From an optimization exercise on the open Yosys and OpenROAD flow, aimed at small area, a short achievable clock period and few clock cycles per item; shortcuts taken in it are not production practice.
For this run, only the layout was checked, not whether the RTL still works.
Power and IR drop assume default switching activity.

===== flow/config.mk =====
export PLATFORM = sky130hd
export DESIGN_NAME = cordic_sin_cos
export DESIGN_NICKNAME = cordic_sin_cos
export VERILOG_FILES = /design/flow/design.v
export SDC_FILE = /design/flow/constraint.sdc
export NUM_CORES = 4
export LEC_CHECK = 0
export ABC_AREA = 1
export CAP_MARGIN = 20
export CORE_MARGIN = 2
export CORE_UTILIZATION = 30
export SETUP_SLACK_MARGIN = 1.0
export SLEW_MARGIN = 20
export SYNTH_MEMORY_MAX_BITS = 65536

===== flow/flow/run.sh =====
#!/bin/bash
# The standard layout (standard.sh), with these changes:
# - synthesis: the same script, but ABC maps the logic with flow/abc.script,
#   and half/full adders are not extracted into adder cells;
# - the port buffers are sky130_fd_sc_hd__buf_2 cells.
set -euo pipefail
W=$(pwd)
rm -rf "$W/scripts_own"
cp -r "$FLOW_HOME/scripts" "$W/scripts_own"
cp "$W/flow/abc.script" "$W/scripts_own/abc_area.script"
PB="BUFFER_PORTS_ARGS='-buffer_cell sky130_fd_sc_hd__buf_2'"
sed "s#CLKGATE_MAP_FILE= #CLKGATE_MAP_FILE= SCRIPTS_DIR=$W/scripts_own ADDER_MAP_FILE= #" standard.sh > synth_own.sh
sed "s#CLKGATE_MAP_FILE= #CLKGATE_MAP_FILE= $PB #" standard.sh > layout_own.sh
grep -q "SCRIPTS_DIR=$W/scripts_own" synth_own.sh
grep -q "BUFFER_PORTS_ARGS" layout_own.sh
bash synth_own.sh synth > "$W/synth.log" 2>&1
bash layout_own.sh > "$W/layout.log" 2>&1

===== flow/constraint.sdc =====
create_clock -name core_clock -period 5.5 [get_ports {clk}]
set_input_delay 1.1000 -clock core_clock [delete_from_list [all_inputs] [get_ports {clk}]]
set_output_delay 1.1000 -clock core_clock [all_outputs]
set_load 0.01 [all_outputs]

===== flow/standard.sh =====
#!/bin/bash
# synth_recipe.tcl (not shown) runs the flow's synth.tcl, then flattens the netlist and writes it again
# the make line also repeats each setting of config.mk as NAME=value (left out here)
make -C /OpenROAD-flow-scripts/flow DESIGN_CONFIG=/design/flow/config.mk WORK_HOME=/design/flow/orfs CLKGATE_MAP_FILE= SYNTH_SCRIPT=/design/flow/synth_recipe.tcl "${@:-finish}"

===== flow/design.v =====
module cordic_sin_cos(
    input       wire        clk,
    input       wire        rst_n,
    input       wire        clk_vld,
    input       wire        soft_rst,
    input       wire        trig,
    output      reg         vld,
    input       wire  [9:0] a,
    output      reg  signed [12:0]  cosa3_latch,
    output      reg  signed [12:0]  sina3_latch
);
wire [8:0] a2 = a[8] ? (9'd256 - {1'b0, a[7:0]}) : {1'b0, a[7:0]};
reg  [7:0] lo;
reg        hi, negc, negs;
always @(posedge clk or negedge rst_n)
begin
    if (!rst_n) begin
        lo <= 8'd0; hi <= 1'b0; negc <= 1'b0; negs <= 1'b0;
        vld <= 1'b0;
    end else if (soft_rst) begin
        lo <= 8'd0; hi <= 1'b0; negc <= 1'b0; negs <= 1'b0;
        vld <= 1'b0;
    end else if (clk_vld) begin
        vld <= trig;
        if (trig) begin
            lo   <= a2[7:0];
            hi   <= a2[8];
            negc <= a[9] ^ a[8];
            negs <= a[9];
        end
    end
end
wire [11:0] c2, s2;
reg  [15:0] crom, srom;
always @(*) begin
    case (lo)
        8'd0: begin crom = 16'h800; srom = 16'h0; end
        8'd1: begin crom = 16'h800; srom = 16'hf00d; end
        8'd2: begin crom = 16'h800; srom = 16'hf019; end
        8'd3: begin crom = 16'h800; srom = 16'hf026; end
        8'd4: begin crom = 16'hf7ff; srom = 16'hf032; end
        8'd5: begin crom = 16'hf7ff; srom = 16'hf03f; end
        8'd6: begin crom = 16'hf7ff; srom = 16'hf04c; end
        8'd7: begin crom = 16'hf7fe; srom = 16'hf058; end
        8'd8: begin crom = 16'hf7fe; srom = 16'hf065; end
        8'd9: begin crom = 16'hf7fd; srom = 16'hf071; end
        8'd10: begin crom = 16'hf7fc; srom = 16'hf07d; end
        8'd11: begin crom = 16'hf7fb; srom = 16'hf08b; end
        8'd12: begin crom = 16'hf7fb; srom = 16'hf097; end
        8'd13: begin crom = 16'hf7f9; srom = 16'hf0a3; end
        8'd14: begin crom = 16'hf7f8; srom = 16'hf0b0; end
        8'd15: begin crom = 16'hf7f7; srom = 16'hf0bd; end
        8'd16: begin crom = 16'hf7f6; srom = 16'hf0c9; end
        8'd17: begin crom = 16'hf7f5; srom = 16'hf0d5; end
        8'd18: begin crom = 16'hf7f3; srom = 16'hf0e2; end
        8'd19: begin crom = 16'hf7f2; srom = 16'hf0ee; end
        8'd20: begin crom = 16'hf7f1; srom = 16'hf0fb; end
        8'd21: begin crom = 16'hf7ef; srom = 16'hf108; end
        8'd22: begin crom = 16'hf7ed; srom = 16'hf114; end
        8'd23: begin crom = 16'hf7ec; srom = 16'hf120; end
        8'd24: begin crom = 16'hf7ea; srom = 16'hf12c; end
        8'd25: begin crom = 16'hf7e8; srom = 16'hf139; end
        8'd26: begin crom = 16'hf7e6; srom = 16'hf145; end
        8'd27: begin crom = 16'hf7e4; srom = 16'hf152; end
        8'd28: begin crom = 16'hf7e2; srom = 16'hf15e; end
        8'd29: begin crom = 16'hf7e0; srom = 16'hf16b; end
        8'd30: begin crom = 16'hf7de; srom = 16'hf177; end
        8'd31: begin crom = 16'hf7db; srom = 16'hf183; end
        8'd32: begin crom = 16'hf7d9; srom = 16'hf190; end
        8'd33: begin crom = 16'hf7d6; srom = 16'hf19c; end
        8'd34: begin crom = 16'hf7d4; srom = 16'hf1a8; end
        8'd35: begin crom = 16'hf7d1; srom = 16'hf1b5; end
        8'd36: begin crom = 16'hf7ce; srom = 16'hf1c1; end
        8'd37: begin crom = 16'hf7cb; srom = 16'hf1cd; end
        8'd38: begin crom = 16'hf7c8; srom = 16'hf1d9; end
        8'd39: begin crom = 16'hf7c6; srom = 16'hf1e6; end
        8'd40: begin crom = 16'hf7c3; srom = 16'hf1f1; end
        8'd41: begin crom = 16'hf7c0; srom = 16'hf1fe; end
        8'd42: begin crom = 16'hf7bc; srom = 16'hf20a; end
        8'd43: begin crom = 16'hf7b9; srom = 16'hf216; end
        8'd44: begin crom = 16'hf7b6; srom = 16'hf222; end
        8'd45: begin crom = 16'hf7b2; srom = 16'hf22e; end
        8'd46: begin crom = 16'hf7af; srom = 16'hf23b; end
        8'd47: begin crom = 16'hf7ab; srom = 16'hf246; end
        8'd48: begin crom = 16'hf7a8; srom = 16'hf253; end
        8'd49: begin crom = 16'hf7a4; srom = 16'hf25f; end
        8'd50: begin crom = 16'hf7a0; srom = 16'hf26b; end
        8'd51: begin crom = 16'hf79d; srom = 16'hf276; end
        8'd52: begin crom = 16'hf799; srom = 16'hf282; end
        8'd53: begin crom = 16'hf795; srom = 16'hf28e; end
        8'd54: begin crom = 16'hf790; srom = 16'hf29b; end
        8'd55: begin crom = 16'hf78c; srom = 16'hf2a6; end
        8'd56: begin crom = 16'hf788; srom = 16'hf2b2; end
        8'd57: begin crom = 16'hf784; srom = 16'hf2be; end
        8'd58: begin crom = 16'hf780; srom = 16'hf2ca; end
        8'd59: begin crom = 16'hf77b; srom = 16'hf2d5; end
        8'd60: begin crom = 16'hf776; srom = 16'hf2e2; end
        8'd61: begin crom = 16'hf772; srom = 16'hf2ed; end
        8'd62: begin crom = 16'hf76d; srom = 16'hf2f8; end
        8'd63: begin crom = 16'hf769; srom = 16'hf304; end
        8'd64: begin crom = 16'hf764; srom = 16'hf310; end
        8'd65: begin crom = 16'hf75f; srom = 16'hf31b; end
        8'd66: begin crom = 16'hf75a; srom = 16'hf327; end
        8'd67: begin crom = 16'hf756; srom = 16'hf332; end
        8'd68: begin crom = 16'hf750; srom = 16'hf33e; end
        8'd69: begin crom = 16'hf74b; srom = 16'hf349; end
        8'd70: begin crom = 16'hf746; srom = 16'hf355; end
        8'd71: begin crom = 16'hf741; srom = 16'hf360; end
        8'd72: begin crom = 16'hf73c; srom = 16'hf36b; end
        8'd73: begin crom = 16'hf736; srom = 16'hf377; end
        8'd74: begin crom = 16'hf730; srom = 16'hf383; end
        8'd75: begin crom = 16'hf72b; srom = 16'hf38e; end
        8'd76: begin crom = 16'hf725; srom = 16'hf399; end
        8'd77: begin crom = 16'hf71f; srom = 16'hf3a4; end
        8'd78: begin crom = 16'hf71a; srom = 16'hf3b0; end
        8'd79: begin crom = 16'hf714; srom = 16'hf3ba; end
        8'd80: begin crom = 16'hf70e; srom = 16'hf3c6; end
        8'd81: begin crom = 16'hf708; srom = 16'hf3d1; end
        8'd82: begin crom = 16'hf702; srom = 16'hf3db; end
        8'd83: begin crom = 16'hf6fc; srom = 16'hf3e7; end
        8'd84: begin crom = 16'hf6f6; srom = 16'hf3f1; end
        8'd85: begin crom = 16'hf6f0; srom = 16'hf3fd; end
        8'd86: begin crom = 16'hf6e9; srom = 16'hf407; end
        8'd87: begin crom = 16'hf6e3; srom = 16'hf412; end
        8'd88: begin crom = 16'hf6dd; srom = 16'hf41d; end
        8'd89: begin crom = 16'hf6d6; srom = 16'hf428; end
        8'd90: begin crom = 16'hf6cf; srom = 16'hf432; end
        8'd91: begin crom = 16'hf6c9; srom = 16'hf43d; end
        8'd92: begin crom = 16'hf6c2; srom = 16'hf448; end
        8'd93: begin crom = 16'hf6bb; srom = 16'hf452; end
        8'd94: begin crom = 16'hf6b4; srom = 16'hf45d; end
        8'd95: begin crom = 16'hf6ad; srom = 16'hf468; end
        8'd96: begin crom = 16'hf6a7; srom = 16'hf472; end
        8'd97: begin crom = 16'hf6a0; srom = 16'hf47c; end
        8'd98: begin crom = 16'hf698; srom = 16'hf487; end
        8'd99: begin crom = 16'hf691; srom = 16'hf491; end
        8'd100: begin crom = 16'hf68a; srom = 16'hf49b; end
        8'd101: begin crom = 16'hf683; srom = 16'hf4a6; end
        8'd102: begin crom = 16'hf67c; srom = 16'hf4b0; end
        8'd103: begin crom = 16'hf674; srom = 16'hf4ba; end
        8'd104: begin crom = 16'hf66d; srom = 16'hf4c4; end
        8'd105: begin crom = 16'hf665; srom = 16'hf4ce; end
        8'd106: begin crom = 16'hf65e; srom = 16'hf4d8; end
        8'd107: begin crom = 16'hf656; srom = 16'hf4e2; end
        8'd108: begin crom = 16'hf64f; srom = 16'hf4ec; end
        8'd109: begin crom = 16'hf647; srom = 16'hf4f6; end
        8'd110: begin crom = 16'hf63f; srom = 16'he500; end
        8'd111: begin crom = 16'hf637; srom = 16'hf50a; end
        8'd112: begin crom = 16'hf62f; srom = 16'hf513; end
        8'd113: begin crom = 16'hf627; srom = 16'hf51d; end
        8'd114: begin crom = 16'hf61f; srom = 16'hf527; end
        8'd115: begin crom = 16'hf617; srom = 16'hf530; end
        8'd116: begin crom = 16'hf60f; srom = 16'hf53a; end
        8'd117: begin crom = 16'hf607; srom = 16'hf543; end
        8'd118: begin crom = 16'hf5fe; srom = 16'hf54d; end
        8'd119: begin crom = 16'hf5f6; srom = 16'hf556; end
        8'd120: begin crom = 16'hf5ee; srom = 16'hf55f; end
        8'd121: begin crom = 16'hf5e5; srom = 16'hf569; end
        8'd122: begin crom = 16'hf5dc; srom = 16'hf572; end
        8'd123: begin crom = 16'hf5d4; srom = 16'hf57b; end
        8'd124: begin crom = 16'hf5cb; srom = 16'hf584; end
        8'd125: begin crom = 16'hf5c3; srom = 16'hf58d; end
        8'd126: begin crom = 16'hf5b9; srom = 16'hf597; end
        8'd127: begin crom = 16'hf5b1; srom = 16'hf59f; end
        8'd128: begin crom = 16'hf5a8; srom = 16'hf5a8; end
        8'd129: begin crom = 16'hf59f; srom = 16'hf5b1; end
        8'd130: begin crom = 16'hf596; srom = 16'hf5ba; end
        8'd131: begin crom = 16'hf58d; srom = 16'hf5c3; end
        8'd132: begin crom = 16'hf584; srom = 16'hf5cb; end
        8'd133: begin crom = 16'hf57b; srom = 16'hf5d4; end
        8'd134: begin crom = 16'hf572; srom = 16'hf5dd; end
        8'd135: begin crom = 16'hf569; srom = 16'hf5e5; end
        8'd136: begin crom = 16'hf55f; srom = 16'hf5ee; end
        8'd137: begin crom = 16'hf556; srom = 16'hf5f6; end
        8'd138: begin crom = 16'hf54c; srom = 16'hf5ff; end
        8'd139: begin crom = 16'hf543; srom = 16'hf607; end
        8'd140: begin crom = 16'hf53a; srom = 16'hf60f; end
        8'd141: begin crom = 16'hf530; srom = 16'hf617; end
        8'd142: begin crom = 16'hf527; srom = 16'hf61f; end
        8'd143: begin crom = 16'hf51d; srom = 16'hf627; end
        8'd144: begin crom = 16'hf513; srom = 16'hf62f; end
        8'd145: begin crom = 16'hf509; srom = 16'hf637; end
        8'd146: begin crom = 16'he500; srom = 16'hf63f; end
        8'd147: begin crom = 16'hf4f5; srom = 16'hf647; end
        8'd148: begin crom = 16'hf4ec; srom = 16'hf64f; end
        8'd149: begin crom = 16'hf4e2; srom = 16'hf656; end
        8'd150: begin crom = 16'hf4d8; srom = 16'hf65e; end
        8'd151: begin crom = 16'hf4ce; srom = 16'hf666; end
        8'd152: begin crom = 16'hf4c4; srom = 16'hf66d; end
        8'd153: begin crom = 16'hf4ba; srom = 16'hf674; end
        8'd154: begin crom = 16'hf4b0; srom = 16'hf67c; end
        8'd155: begin crom = 16'hf4a5; srom = 16'hf683; end
        8'd156: begin crom = 16'hf49b; srom = 16'hf68a; end
        8'd157: begin crom = 16'hf491; srom = 16'hf692; end
        8'd158: begin crom = 16'hf486; srom = 16'hf699; end
        8'd159: begin crom = 16'hf47c; srom = 16'hf6a0; end
        8'd160: begin crom = 16'hf472; srom = 16'hf6a7; end
        8'd161: begin crom = 16'hf467; srom = 16'hf6ae; end
        8'd162: begin crom = 16'hf45c; srom = 16'hf6b5; end
        8'd163: begin crom = 16'hf452; srom = 16'hf6bb; end
        8'd164: begin crom = 16'hf448; srom = 16'hf6c2; end
        8'd165: begin crom = 16'hf43d; srom = 16'hf6c9; end
        8'd166: begin crom = 16'hf432; srom = 16'hf6cf; end
        8'd167: begin crom = 16'hf427; srom = 16'hf6d6; end
        8'd168: begin crom = 16'hf41c; srom = 16'hf6dd; end
        8'd169: begin crom = 16'hf412; srom = 16'hf6e3; end
        8'd170: begin crom = 16'hf407; srom = 16'hf6e9; end
        8'd171: begin crom = 16'hf3fc; srom = 16'hf6f0; end
        8'd172: begin crom = 16'hf3f1; srom = 16'hf6f6; end
        8'd173: begin crom = 16'hf3e7; srom = 16'hf6fc; end
        8'd174: begin crom = 16'hf3db; srom = 16'hf702; end
        8'd175: begin crom = 16'hf3d1; srom = 16'hf708; end
        8'd176: begin crom = 16'hf3c5; srom = 16'hf70e; end
        8'd177: begin crom = 16'hf3ba; srom = 16'hf714; end
        8'd178: begin crom = 16'hf3af; srom = 16'hf71a; end
        8'd179: begin crom = 16'hf3a4; srom = 16'hf720; end
        8'd180: begin crom = 16'hf399; srom = 16'hf725; end
        8'd181: begin crom = 16'hf38e; srom = 16'hf72b; end
        8'd182: begin crom = 16'hf382; srom = 16'hf731; end
        8'd183: begin crom = 16'hf377; srom = 16'hf736; end
        8'd184: begin crom = 16'hf36b; srom = 16'hf73c; end
        8'd185: begin crom = 16'hf360; srom = 16'hf741; end
        8'd186: begin crom = 16'hf355; srom = 16'hf746; end
        8'd187: begin crom = 16'hf349; srom = 16'hf74b; end
        8'd188: begin crom = 16'hf33e; srom = 16'hf750; end
        8'd189: begin crom = 16'hf332; srom = 16'hf756; end
        8'd190: begin crom = 16'hf327; srom = 16'hf75a; end
        8'd191: begin crom = 16'hf31b; srom = 16'hf75f; end
        8'd192: begin crom = 16'hf30f; srom = 16'hf764; end
        8'd193: begin crom = 16'hf304; srom = 16'hf769; end
        8'd194: begin crom = 16'hf2f8; srom = 16'hf76d; end
        8'd195: begin crom = 16'hf2ed; srom = 16'hf772; end
        8'd196: begin crom = 16'hf2e1; srom = 16'hf777; end
        8'd197: begin crom = 16'hf2d5; srom = 16'hf77b; end
        8'd198: begin crom = 16'hf2ca; srom = 16'hf780; end
        8'd199: begin crom = 16'hf2bd; srom = 16'hf784; end
        8'd200: begin crom = 16'hf2b2; srom = 16'hf788; end
        8'd201: begin crom = 16'hf2a6; srom = 16'hf78c; end
        8'd202: begin crom = 16'hf29a; srom = 16'hf791; end
        8'd203: begin crom = 16'hf28e; srom = 16'hf795; end
        8'd204: begin crom = 16'hf282; srom = 16'hf799; end
        8'd205: begin crom = 16'hf276; srom = 16'hf79d; end
        8'd206: begin crom = 16'hf26a; srom = 16'hf7a0; end
        8'd207: begin crom = 16'hf25e; srom = 16'hf7a4; end
        8'd208: begin crom = 16'hf252; srom = 16'hf7a8; end
        8'd209: begin crom = 16'hf246; srom = 16'hf7ab; end
        8'd210: begin crom = 16'hf23a; srom = 16'hf7af; end
        8'd211: begin crom = 16'hf22e; srom = 16'hf7b2; end
        8'd212: begin crom = 16'hf222; srom = 16'hf7b6; end
        8'd213: begin crom = 16'hf216; srom = 16'hf7b9; end
        8'd214: begin crom = 16'hf20a; srom = 16'hf7bc; end
        8'd215: begin crom = 16'hf1fe; srom = 16'hf7c0; end
        8'd216: begin crom = 16'hf1f1; srom = 16'hf7c3; end
        8'd217: begin crom = 16'hf1e5; srom = 16'hf7c6; end
        8'd218: begin crom = 16'hf1d9; srom = 16'hf7c8; end
        8'd219: begin crom = 16'hf1cd; srom = 16'hf7cb; end
        8'd220: begin crom = 16'hf1c1; srom = 16'hf7ce; end
        8'd221: begin crom = 16'hf1b4; srom = 16'hf7d1; end
        8'd222: begin crom = 16'hf1a8; srom = 16'hf7d4; end
        8'd223: begin crom = 16'hf19c; srom = 16'hf7d6; end
        8'd224: begin crom = 16'hf18f; srom = 16'hf7d9; end
        8'd225: begin crom = 16'hf183; srom = 16'hf7db; end
        8'd226: begin crom = 16'hf177; srom = 16'hf7de; end
        8'd227: begin crom = 16'hf16b; srom = 16'hf7e0; end
        8'd228: begin crom = 16'hf15e; srom = 16'hf7e2; end
        8'd229: begin crom = 16'hf152; srom = 16'hf7e4; end
        8'd230: begin crom = 16'hf145; srom = 16'hf7e6; end
        8'd231: begin crom = 16'hf139; srom = 16'hf7e8; end
        8'd232: begin crom = 16'hf12c; srom = 16'hf7ea; end
        8'd233: begin crom = 16'hf120; srom = 16'hf7ec; end
        8'd234: begin crom = 16'hf114; srom = 16'hf7ed; end
        8'd235: begin crom = 16'hf107; srom = 16'hf7ef; end
        8'd236: begin crom = 16'hf0fb; srom = 16'hf7f1; end
        8'd237: begin crom = 16'hf0ee; srom = 16'hf7f2; end
        8'd238: begin crom = 16'hf0e1; srom = 16'hf7f4; end
        8'd239: begin crom = 16'hf0d5; srom = 16'hf7f5; end
        8'd240: begin crom = 16'hf0c9; srom = 16'hf7f6; end
        8'd241: begin crom = 16'hf0bc; srom = 16'hf7f7; end
        8'd242: begin crom = 16'hf0af; srom = 16'hf7f8; end
        8'd243: begin crom = 16'hf0a3; srom = 16'hf7f9; end
        8'd244: begin crom = 16'hf097; srom = 16'hf7fb; end
        8'd245: begin crom = 16'hf08a; srom = 16'hf7fb; end
        8'd246: begin crom = 16'hf07d; srom = 16'hf7fc; end
        8'd247: begin crom = 16'hf071; srom = 16'hf7fd; end
        8'd248: begin crom = 16'hf064; srom = 16'hf7fe; end
        8'd249: begin crom = 16'hf058; srom = 16'hf7fe; end
        8'd250: begin crom = 16'hf04c; srom = 16'hf7ff; end
        8'd251: begin crom = 16'hf03f; srom = 16'hf7ff; end
        8'd252: begin crom = 16'hf032; srom = 16'hf7ff; end
        8'd253: begin crom = 16'hf026; srom = 16'h800; end
        8'd254: begin crom = 16'hf019; srom = 16'h800; end
        8'd255: begin crom = 16'hf00d; srom = 16'h800; end
        default: begin crom = 16'h0; srom = 16'h0; end
    endcase
end
assign c2 = crom[11:0];
assign s2 = srom[11:0];
wire [12:1] cnz_t, snz_t;
assign cnz_t[1] = |c2[0:0];
assign snz_t[1] = |s2[0:0];
assign cnz_t[2] = |c2[1:0];
assign snz_t[2] = |s2[1:0];
assign cnz_t[3] = |c2[2:0];
assign snz_t[3] = |s2[2:0];
assign cnz_t[4] = |c2[3:0];
assign snz_t[4] = |s2[3:0];
assign cnz_t[5] = |c2[4:0];
assign snz_t[5] = |s2[4:0];
assign cnz_t[6] = |c2[5:0];
assign snz_t[6] = |s2[5:0];
assign cnz_t[7] = |c2[6:0];
assign snz_t[7] = |s2[6:0];
assign cnz_t[8] = crom[12];
assign snz_t[8] = srom[12];
assign cnz_t[9] = crom[13];
assign snz_t[9] = srom[13];
assign cnz_t[10] = crom[14];
assign snz_t[10] = srom[14];
assign cnz_t[11] = crom[15];
assign snz_t[11] = srom[15];
assign cnz_t[12] = ~hi;
assign snz_t[12] = hi | (|lo);
wire [11:0] cm = {c2[11] & ~hi, c2[10:0]};
wire [11:0] sm = {s2[11] | hi, s2[10:0]};
wire [12:0] cx = {1'b0, cm};
wire [12:0] sx = {1'b0, sm};
always @(*) begin
    cosa3_latch = cx ^ ({13{negc}} & {cnz_t, 1'b0});
    sina3_latch = sx ^ ({13{negs}} & {snz_t, 1'b0});
end
endmodule

===== flow/flow/abc.script =====
strash
dch
map -B 0.9
topo
stime -c
buffer -c
upsize -c
dnsize -c

==> notes.md <==
- The clock passes through at most 2 buffers.
- The number of diodes is 0.
- The total area of multi-input combinational cells is 4100 sq um.
- The sequential share of the synthesized area is 5.89%.
- The core region is 16600 sq um.
- Sorting the synthesized cells by area gives the leading types as nand2_1 31%, nand3_1 17%, nor2_1 6.1%.
- The cell area power density is 180 nW/um^2.
- TritonCTS built the clock tree.
- Measured in cells, the most critical reg-to-reg path has a length of 3.
- The number of inserted filler cells in the final layout is 1949.
- The setup TNS is 0 ns.
- Buffers inserted during clock tree synthesis total 3.
- The final cycle utilization of the critical path is 78.7%.
- The iteration count of the initial detailed-routing pass is 8.
- Buffers placed on the I/O ports in this run total 41.
- Cells with a size suffix above 1 make up 11.8% of the layout.
- Counting every instance in the synthesized netlist gives 1047.
- The critical path is of the register to output pin type.
- The peak per-stage delay on the critical path is 0.54 ns.
- For the pin with the worst max-slew slack, the measured transition is 0.831 ns.
- By count the netlist is led by 423 x nand2_1, 176 x nand3_1, 83 x nor2_1.
- The starting utilization of the core area is 30.8%.
- The buffering stage count on the worst path with inverters included is 2.
- Relative to the synthesized area, the layout overhead comes to 6.48%.
- The peak clock frequency supported by timing is 0.231 GHz.
- After clock tree synthesis, the clock-pin slew on the worst setup and hold paths is 0.04 ns.
- Entering global routing, the biggest net connects 45 pins.
- The worst setup path is captured at an output pin.
- By instance count, the cell type seen most on the critical path is nand2_1.
- The number of pins exceeding their max-slew limit in the final report is 0.
- The number of clock sinks is 12.
- The dominant cell type by area after synthesis is nand2_1.
- In this run the critical register-to-register path is captured at lo[7].
- The via count of the first global-routing pass is 7007.
- The critical path's slowest cell is nor2_2.
- Counting flops with an async set or reset pin after synthesis yields a share of 100%.
- The final HPWL from detailed placement is 20800 microns.
- For the worst setup path, the data required time is 4.40 ns.
- Measured along the y axis, the die boundary spans 134 microns.
- The later pin in the worst-skew pair is clocked with a latency of 0.24 ns.
- The largest driver fanout on the critical path is 30.
- Walking the worst path, the cells encountered are buf_4, nor2_2, nand2_1, nand2_1, o21ai_0, a31oi_1, nand3_1, nand2_1, nand2_1, nor2_2, nand2_1, nand3_1, nand2_1, buf_2.
- The remaining number of nets flagged by the antenna check after routing is 0.
- Each instance of the synthesized netlist takes up on average 4.87 sq um.
- The amount of wire on met2 after detailed routing is 11200 microns.
- The logic depth of the worst setup path including buffers is 14.
- The via density per instance is 6.01.
- Measured along the x axis, the die boundary spans 134 microns.
- The post-synth design cell area is 5100 sq um.
- In this run, distinct cell masters in the synthesized netlist total 42.
- The uppermost layer routed is met4.
- The global-route wire length before repair is 42000 microns.
- The count of pins on the block boundary is 42.
- The all-layer global routing usage is 30.1%.
- The post-detailed-route DRC marker count is 0.
- Cells fill 32.8% of the core in the end.
- The beginning of the worst hold path is vld.
- Across all layers, the routed design uses 7649 vias.
- The met3 wire length is 3890 microns.
- The die covers 18100 sq um.
- The flip-flop and latch area is 304 sq um.
- The endpoint arrival time on the critical path is 3.23 ns.
- The master cell of the clock root buffer is clkbuf_16.
- Once the clock tree was built, the setup fixing pass inserted 0 buffers.
- The worst-case IR drop observed on VDD is 0.165 mV.
- At the end of routability-driven placement, the weighted congestion stood at 1.13.
- Synthesis inferred 12 register bits.
- The H-tree depth reported by CTS is 1.
- The static leakage power is 0.00291 uW.
- In the final routed layout, each cell accounts on average for 21.9 microns.
- The worst setup path endpoint is cosa3_latch[5].
- The number of hold violations in the final report is 0.
- The category of the worst setup path launch point is a register.
- The worst-case clock skew is 0 ns.
- Summed over all layers, the global routing overflow is 0.
- The total length of routed wires is 27900 microns.
- The number of antenna violations at the first check in global routing is 1.
- The run finished with no timing, DRC or antenna violations.
- The met1 wire length is 10800 microns.
- The number of DRC violations after detailed-routing iteration 0 is 1507.
- The final-report setup violation count is 0.
- The worst slew margin relative to its limit is 44.5%.
- The shortest clock period the worst path allows after layout is 4.33 ns.
- When the netlist entered floorplanning its net count stood at 1062.
- The number of flops mapped to enable cells by yosys is 0.
- For this run, the number of Yosys warnings is 1.
- The worst register-to-register path has a setup slack of 3.86 ns.
- In the final design database the tool counted 1068 nets.
- The tool flagged a number of max-cap violations equal to 0.
- nand2_1 is the most common cell in the netlist.
- The cell row count is 47.
- The critical path starts at lo[3].
- The most used flip-flop cell after synthesis is dfrtp_1.
- Setup repair after global routing left no endpoint under its margin.
- The fraction of post-synthesis cell area in the top cell type by area is 31.1%.
- The worst register-to-register path begins at lo[7].
- The path class of the tightest hold or removal check is register to register.
- The kind of cell with the highest combined delay along the critical path is simple AND/OR/NAND/NOR gates.
==> how the worst min path moves through the flow <==
stage	to	slack, ns	depth (start not counted)
finish	vld	0.54	2
global route	vld	0.56	2
CTS	vld	0.55	2
detailed placement	vld	0.54	2
global placement	vld	0.54	2
floorplan	negs	0.54	2
==> cell usage in the layout (no fill, tap or decap), drive strengths merged, types with 2 or more instances in the layout <==
cell type    n
dfrtp       12
o221ai       4
buf         61
nor2        92
clkinv       2
o22ai        9
inv         79
nand4        6
o211ai       3
a22oi        2
xnor2        4
a31oi        3
clkbuf       4
xor2         8
nor3         3
or2          2
a21oi       59
nand3      184
o21ai       61
nand2      446
nand3b       2
==> cell type report <==
cell class / instances / share of cell area (%)
inverter: 81 / 5.74
sequential: 12 / 5.60
clock buffer: 4 / 1.64
multi-input combinational: 894 / 75.4
tap: 220 / 5.07
timing repair buffer: 61 / 6.54
==> routing by layer <==
| layer | global-route usage (%) | up-vias |
|---|---|---|
| met1 | 40.8 | 3351 |
| met3 | 6.95 | 157 |
| li1 | - | 3420 |
| met4 | 16.2 | 0 |
| met2 | 44.0 | 721 |
| met5 | 0 | - |
==> per-stage QoR <==
step                      instances  setup WS, ns  area [sq um]  hold slack, ns  power [uW]
final                          1272          1.17          5430           0.543         975
after detailed placement       1268          1.42          5340           0.542         795
after global placement         1268          1.48          5340           0.537         807
after global routing           1272          1.00          5430           0.556        1040
after CTS                      1272          1.17          5430           0.547         945
after floorplan                1047          2.58          5100           0.536         576
==> logic make-up (layout without fill, tap and decap cells) <==
| family | Yosys count | after routing | share of synthesized area [%] |
|---|---|---|---|
| AND/OR/NAND/NOR | 736 | 736 | 62.3 |
| AO/OA/AOI/OAI | 146 | 146 | 15.9 |
| buffers and inverters | 141 | 146 | 13.8 |
| XOR/XNOR | 12 | 12 | 2.06 |
| flip-flops | 12 | 12 | 5.89 |
==> flip-flops by register name (all words and copies together) (netlist names) <==
name  flops
vld       1
negs      1
hi        1
lo        8
negc      1
==> tightest hold or removal path, delay by kind of cell, from the launching register on <==
family / cells / cell delay (ns)
simple gates: 1 / 0.06
compound gates: 1 / 0.06
flops: 1 / 0.38
==> repair_timing <==
action | CTS | global route
hold buffers | 0 | 0
resized for setup | 0 | 1
setup endpoints to repair | 0 | 7
==> report_power, final <==
group | total, uW | switching (uW) | internal, uW
sequential | 106 | 13.1 | 93.1
clock | 145 | 35.8 | 110
combinational | 724 | 518 | 206

## afterwards: timing with drivers on the ports
How much do the figures lean on ideal ports? The routed layout below was timed once more, with nothing changed but the port constraints. Step 1 assumes that a clkbuf_16 drives the clock port and a buf_2 every other input. Step 2 times the ports against the registers' clock, not the clock port: input delays grow and output delays shrink by t, the midpoint of the rising clock arrivals with the driver on. Slacks: ideal ports / drivers / drivers and shift; pairs: ideal ports / drivers.
shift t [ns]: 0.263
setup WS [ns]: 1.171 / 1.143 / 1.405
hold slack, ns: 0.543 / 0.543 / 0.543
After both steps setup and hold are still met in this run. For this run, drivers alone change the setup slack by -0.028 ns; drivers and shift together by +0.234 ns.
